From an optimization exercise on the open Yosys and OpenROAD flow, aimed at small area; shortcuts taken in it are not production practice.
Function was checked by simulation only, so behaviour that the tests miss may differ from the original.
No activity file was given, so power comes from the tool's default toggle rates.

build 6:
==> flow/design.v <==
module MIPS(
    clk,
    rst_n,
    in_valid,
    instruction,
    output_reg,
    out_valid,
    out_1,
    out_2,
    out_3,
    out_4,
    instruction_fail
);
input clk;
input rst_n;
input in_valid;
input [31:0] instruction;
input [19:0] output_reg;
output logic out_valid, instruction_fail;
output logic [31:0] out_1, out_2, out_3, out_4;
function automatic [5:0] dec(input [2:0] c);
    dec[0] = ~c[2] & ~c[1] & ~c[0];
    dec[1] = ~c[2] & ~c[1] &  c[0];
    dec[2] = ~c[2] &  c[1] & ~c[0];
    dec[3] = ~c[2] &  c[1] &  c[0];
    dec[4] =  c[2] & ~c[0];
    dec[5] =  c[2] &  c[0];
endfunction
function automatic legal_reg(input [4:0] r);
    legal_reg = (r == 5'd8) || (r == 5'd16) || (r == 5'd17) ||
                (r == 5'd18) || (r == 5'd23) || (r == 5'd31);
endfunction
logic is_r, is_i, funct_ok, legal_r, legal_i;
logic [1:0] st0;
always_comb begin
    is_r = instruction[31:26] == 6'b000000;
    is_i = instruction[31:26] == 6'b001000;
    case (instruction[5:0])
        6'b100000, 6'b100100, 6'b100101, 6'b100111, 6'b000000, 6'b000010: funct_ok = 1'b1;
        default: funct_ok = 1'b0;
    endcase
    legal_i = is_i & legal_reg(instruction[25:21]) & legal_reg(instruction[20:16]);
    legal_r = is_r & legal_reg(instruction[25:21]) & legal_reg(instruction[20:16]) &
              legal_reg(instruction[15:11]) & funct_ok;
    st0[1] = in_valid & (legal_r | legal_i);
    st0[0] = in_valid & ~legal_r;
end
logic [1:0] st1, st2, st3, st4;
logic [2:0] rs1, rs2, rs3, rt1, rt2, rt3;
logic [15:0] imm1, imm2, imm3;
logic [11:0] or1, or2, or3, or4;
always_ff @(posedge clk or negedge rst_n) begin
    if (!rst_n) begin
        st1 <= 2'b00;
        st2 <= 2'b00;
        st3 <= 2'b00;
        st4 <= 2'b00;
    end else begin
        st1 <= st0;
        st2 <= st1;
        st3 <= st2;
        st4 <= st3;
    end
end
always_ff @(posedge clk) begin
    rs1  <= {instruction[24], instruction[22], instruction[21]};
    rt1  <= {instruction[19], instruction[17], instruction[16]};
    imm1 <= instruction[15:0];
    or1  <= {output_reg[18], output_reg[16], output_reg[15],
             output_reg[13], output_reg[11], output_reg[10],
             output_reg[8],  output_reg[6],  output_reg[5],
             output_reg[3],  output_reg[1],  output_reg[0]};
    rs2 <= rs1;  rt2 <= rt1;  imm2 <= imm1;  or2 <= or1;
    rs3 <= rs2;  rt3 <= rt2;  imm3 <= imm2;  or3 <= or2;
    or4 <= or3;
end
logic [31:0] rf [0:5];
logic [5:0] wr;    
logic is_addi3, we3;
logic [5:0] rs_sel, rt_sel, wsel;
logic [31:0] a, b, rtv, sum, lg, shx, shy, wdata;
logic [4:0] shamt;
logic [31:0] g, p, gg, pp;
logic [2:0] dst;
always_comb begin
    is_addi3 = st3[1] & st3[0];
    we3 = st3[1];
    rs_sel = dec(rs3) & wr;
    rt_sel = dec(rt3) & wr & {6{~st3[0]}};
    a = 32'd0;
    rtv = 32'd0;
    for (int i = 0; i < 6; i++) begin
        a   = a   | (rf[i] & {32{rs_sel[i]}});
        rtv = rtv | (rf[i] & {32{rt_sel[i]}});
    end
    b = rtv | {16'd0, imm3 & {16{st3[0]}}};
    g = a & b;
    p = a ^ b;
    gg = g; pp = p;
    for (int l = 0; l < 5; l++)
        for (int i = 0; i < 32; i++)
            if ((i >> l) % 2 == 1) begin
                gg[i] = gg[i] | (pp[i] & gg[((i >> l) << l) - 1]);
                pp[i] = pp[i] & pp[((i >> l) << l) - 1];
            end
    sum[0] = p[0];
    for (int i = 1; i < 32; i++)
        sum[i] = p[i] ^ gg[i - 1];
    if (imm3[1])
        lg = ~(a | rtv);
    else if (imm3[0])
        lg = a | rtv;
    else
        lg = a & rtv;
    shamt = imm3[10:6];
    for (int i = 0; i < 32; i++)
        shx[i] = imm3[1] ? rtv[i] : rtv[31 - i];
    shy = shx >> shamt;
    if (st3[0] | (imm3[5] & ~imm3[2]))
        wdata = sum;
    else if (imm3[5])
        wdata = lg;
    else
        for (int i = 0; i < 32; i++)
            wdata[i] = imm3[1] ? shy[i] : shy[31 - i];
    dst = st3[0] ? rt3 : {imm3[14], imm3[12], imm3[11]};
    wsel = dec(dst) & {6{we3}};
end
always_ff @(posedge clk or negedge rst_n) begin
    if (!rst_n)
        wr <= 6'd0;
    else
        wr <= wr | wsel;
end
always_ff @(posedge clk) begin
    for (int i = 0; i < 6; i++)
        if (wsel[i])
            rf[i] <= wdata;
end
logic [5:0] s1, s2, s3, s4;
logic oe;
always_comb begin
    oe = st4[1];
    s1 = dec(or4[2:0])  & wr & {6{oe}};
    s2 = dec(or4[5:3])  & wr & {6{oe}};
    s3 = dec(or4[8:6])  & wr & {6{oe}};
    s4 = dec(or4[11:9]) & wr & {6{oe}};
    out_1 = 32'd0;
    out_2 = 32'd0;
    out_3 = 32'd0;
    out_4 = 32'd0;
    for (int i = 0; i < 6; i++) begin
        out_1 = out_1 | (rf[i] & {32{s1[i]}});
        out_2 = out_2 | (rf[i] & {32{s2[i]}});
        out_3 = out_3 | (rf[i] & {32{s3[i]}});
        out_4 = out_4 | (rf[i] & {32{s4[i]}});
    end
    out_valid = st4[1] | st4[0];
    instruction_fail = ~st4[1] & st4[0];
end
endmodule
clock: 6.5 ns
lec_check: 0
cap_margin: 10
cell_pad_in_sites_detail_placement: 1
cell_pad_in_sites_global_placement: 1
core_margin: 2
core_utilization: 40
place_density: 0.45
slew_margin: 10
standard.sh (not shown) runs the stock make flow with config.mk's settings and CLKGATE_MAP_FILE= SYNTH_SCRIPT=/design/flow/synth_recipe.tcl, a recipe that flattens the netlist after the stock synthesis.
==> flow/flow/run.sh <==
#!/bin/bash
# The standard layout (standard.sh), with these changes:
#  - synthesis is the standard synthesis (synth_recipe.tcl) except that
#    ABC runs flow/abc_area.script: ORFS's abc_speed.script with its &nf
#    mapping steps allowed a 30% delay relaxation (&nf -R 30) to recover area.
#    Registers are mapped before ABC, so they are the standard synthesis's.
#  - ports are buffered with the smallest buffer (buf_1) instead of the default;
#  - CTS uses clkbuf_4 with sink clusters of up to 10 and inserts no dummy loads.
set -euo pipefail
rm -rf scripts_abc
cp -r "$FLOW_HOME/scripts" scripts_abc
cp flow/abc_area.script scripts_abc/abc_area.script
export BUFFER_PORTS_ARGS="-buffer_cell sky130_fd_sc_hd__buf_1"
export CTS_ARGS="-sink_clustering_enable -repair_clock_nets -dont_use_dummy_load -buf_list {sky130_fd_sc_hd__clkbuf_4} -sink_clustering_size 10 -sink_clustering_max_diameter 50"
SCRIPTS_DIR="$PWD/scripts_abc" ABC_AREA=1 bash standard.sh synth > synth.log 2>&1
bash standard.sh > standard.log 2>&1
==> flow/flow/abc_area.script <==
&get -n
&st
&dch
&nf -R 30
&st
&syn2
&if -g -K 6
&synch2
&nf -R 30
&st
&syn2
&if -g -K 6
&synch2
&nf -R 30
&st
&syn2
&if -g -K 6
&synch2
&nf -R 30
&st
&syn2
&if -g -K 6
&synch2
&nf -R 30
&st
&syn2
&if -g -K 6
&synch2
&nf -R 30
&put
buffer -c
topo
stime -c
upsize -c
dnsize -c
The flow did not stop early for build 6: all stages ran, and the layout cleared the timing, DRC and antenna checks.
#### Input delta (build 24 over build 6)
- a change of CORE_UTILIZATION from 40 to 50
- a change of PLACE_DENSITY from 0.45 to 0.55
--- outcome ---
- The run showing the smaller global-route track usage on met3 is build 6.
- Compared build 24 vs build 6, and global-route usage over all layers is up in build 24.
- Total routed wire length on the met1 layer: build 24 vs build 6 down about 17%
- Sort build 24 and build 6 by number of inserted diodes, descending, and build 24 comes first.
- Compared build 24 against build 6; number of nets in the finished design within noise.
- Setup slack: build 24 less than build 6
- Build 24 -> build 6: buffer levels on the longest clock path delta 0, exact match
- Between build 6 and build 24, the flow reports net load switching power decreasing slightly.
- Number of cells on the critical path: build 24 > build 6
- Comparing build 24 and build 6, overall die area is higher on build 6.
- Compared to build 6, build 24 has non-clock buffer count 6 higher.
### build 24 -> build 3
- changing CORE_UTILIZATION from 50 to 40
- changing PLACE_DENSITY from 0.55 to 0.45
==> flow/flow/run.sh <==
#!/bin/bash
# The standard layout (standard.sh), with these changes:
#  - synthesis is the standard synthesis (synth_recipe.tcl) except that
#    ABC runs flow/abc_area.script: ORFS's abc_speed.script with its &nf
#    mapping steps allowed a 30% delay relaxation (&nf -R 30) to recover area
#    and without its final upsize step.
#    Registers are mapped before ABC, so they are the standard synthesis's.
#  - ports are buffered with the smallest buffer (buf_1) instead of the default;
#  - CTS uses clkbuf_4 with sink clusters of up to 8 and inserts no dummy loads.
set -euo pipefail
rm -rf scripts_abc
cp -r "$FLOW_HOME/scripts" scripts_abc
cp flow/abc_area.script scripts_abc/abc_area.script
export BUFFER_PORTS_ARGS="-buffer_cell sky130_fd_sc_hd__buf_1"
export CTS_ARGS="-sink_clustering_enable -repair_clock_nets -dont_use_dummy_load -buf_list {sky130_fd_sc_hd__clkbuf_4} -sink_clustering_size 8 -sink_clustering_max_diameter 40"
SCRIPTS_DIR="$PWD/scripts_abc" ABC_AREA=1 bash standard.sh synth > synth.log 2>&1
bash standard.sh > standard.log 2>&1
--- a/flow/flow/abc_area.script
+++ b/flow/flow/abc_area.script
@@ -33,3 +33,2 @@
 stime -c
-upsize -c
 dnsize -c
Notes after the runs:
Between build 3 and build 24, the area share of fa/ha/maj cells after synthesis figures differ only marginally.
Row share of power burned in the clock network: build 3 higher / build 24 lower
Internal power consumption of build 3 exceeds that of build 24 by a few percent.
Compared with build 24, build 3 shows number of distinct library cells after synthesis that has gone down by more than 10%.
Core region area, build 24 and build 3: higher on build 3
[compare] base=build 24 new=build 3: design area moved up; final estimated routing congestion in global placement moved down.
Sort build 24 and build 3 by final setup slack of the worst path desc -> top: build 3
When build 3 is measured against build 24, its final period utilization turns out 4.1 points lower.
Changes in build 69 relative to build 3:
- a change of CORE_UTILIZATION from 40 to 50
- a change of PLACE_DENSITY from 0.45 to 0.55
==> flow/flow/run.sh <==
#!/bin/bash
# The standard layout (standard.sh), with these changes:
#  - ports are buffered with the smallest buffer (buf_1) instead of the default;
#  - CTS uses clkbuf_4 with sink clusters of up to 10 and inserts no dummy loads.
set -euo pipefail
export BUFFER_PORTS_ARGS="-buffer_cell sky130_fd_sc_hd__buf_1"
export CTS_ARGS="-sink_clustering_enable -repair_clock_nets -dont_use_dummy_load -buf_list {sky130_fd_sc_hd__clkbuf_4} -sink_clustering_size 10 -sink_clustering_max_diameter 50"
bash standard.sh > standard.log 2>&1
removed: flow/flow/abc_area.script
Results
- Delta (build 69 minus build 3): utilization after layout has increased, average cell area after synthesis has increased.
- For build 69, the endpoint of the most critical setup path was rf[1][29]$_DFFE_PP_, unlike build 3, where it was rf[4][29]$_DFFE_PP_.
- Diff build 69..build 3 | xor and xnor area share after synthesis | negligible
- Per the comparison of build 69 with build 3, area of the multi-input gates now larger; met2 wire length now larger; area of the mapped netlist now larger; post-synthesis share of cell area spent on full adders, half adders and majority gates now smaller.

==> port drivers added, routing unchanged <==
The flow's constraints put no driver on any port. The routed layouts listed below were extracted and timed again, unchanged, in two steps. Step 1 sets driving cells, clkbuf_16 on the clock port and buf_2 on the other inputs (assumed; they add their load-dependent delay and slew). Step 2 adds t to the input delays and takes it off the output delays; t is the mean of the earliest and latest rising clock arrival at the registers after step 1. Input paths then give back, and output paths get back, about the clock's delay inside the block. a / b / c = ideal / step 1 / step 2; a / b = the first two.
| run | t, ns | setup WS [ns] | worst setup path at the end | clock arrival spread, ns | cell pins on the clock port's net |
|---|---|---|---|---|---|
| build 6 | 0.839 | 0.823 / 0.823 / 0.823 | register to register | 0.129 / 0.129 | 1 |
| build 24 | 0.830 | 0.368 / 0.368 / 0.368 | register to register | 0.127 / 0.128 | 1 |
| build 3 | 0.861 | 0.634 / 0.634 / 0.634 | register to register | 0.110 / 0.109 | 1 |
| build 69 | 0.811 | 0.533 / 0.533 / 0.533 | register to register | 0.102 / 0.102 | 1 |
After both steps every run listed still meets setup and hold.
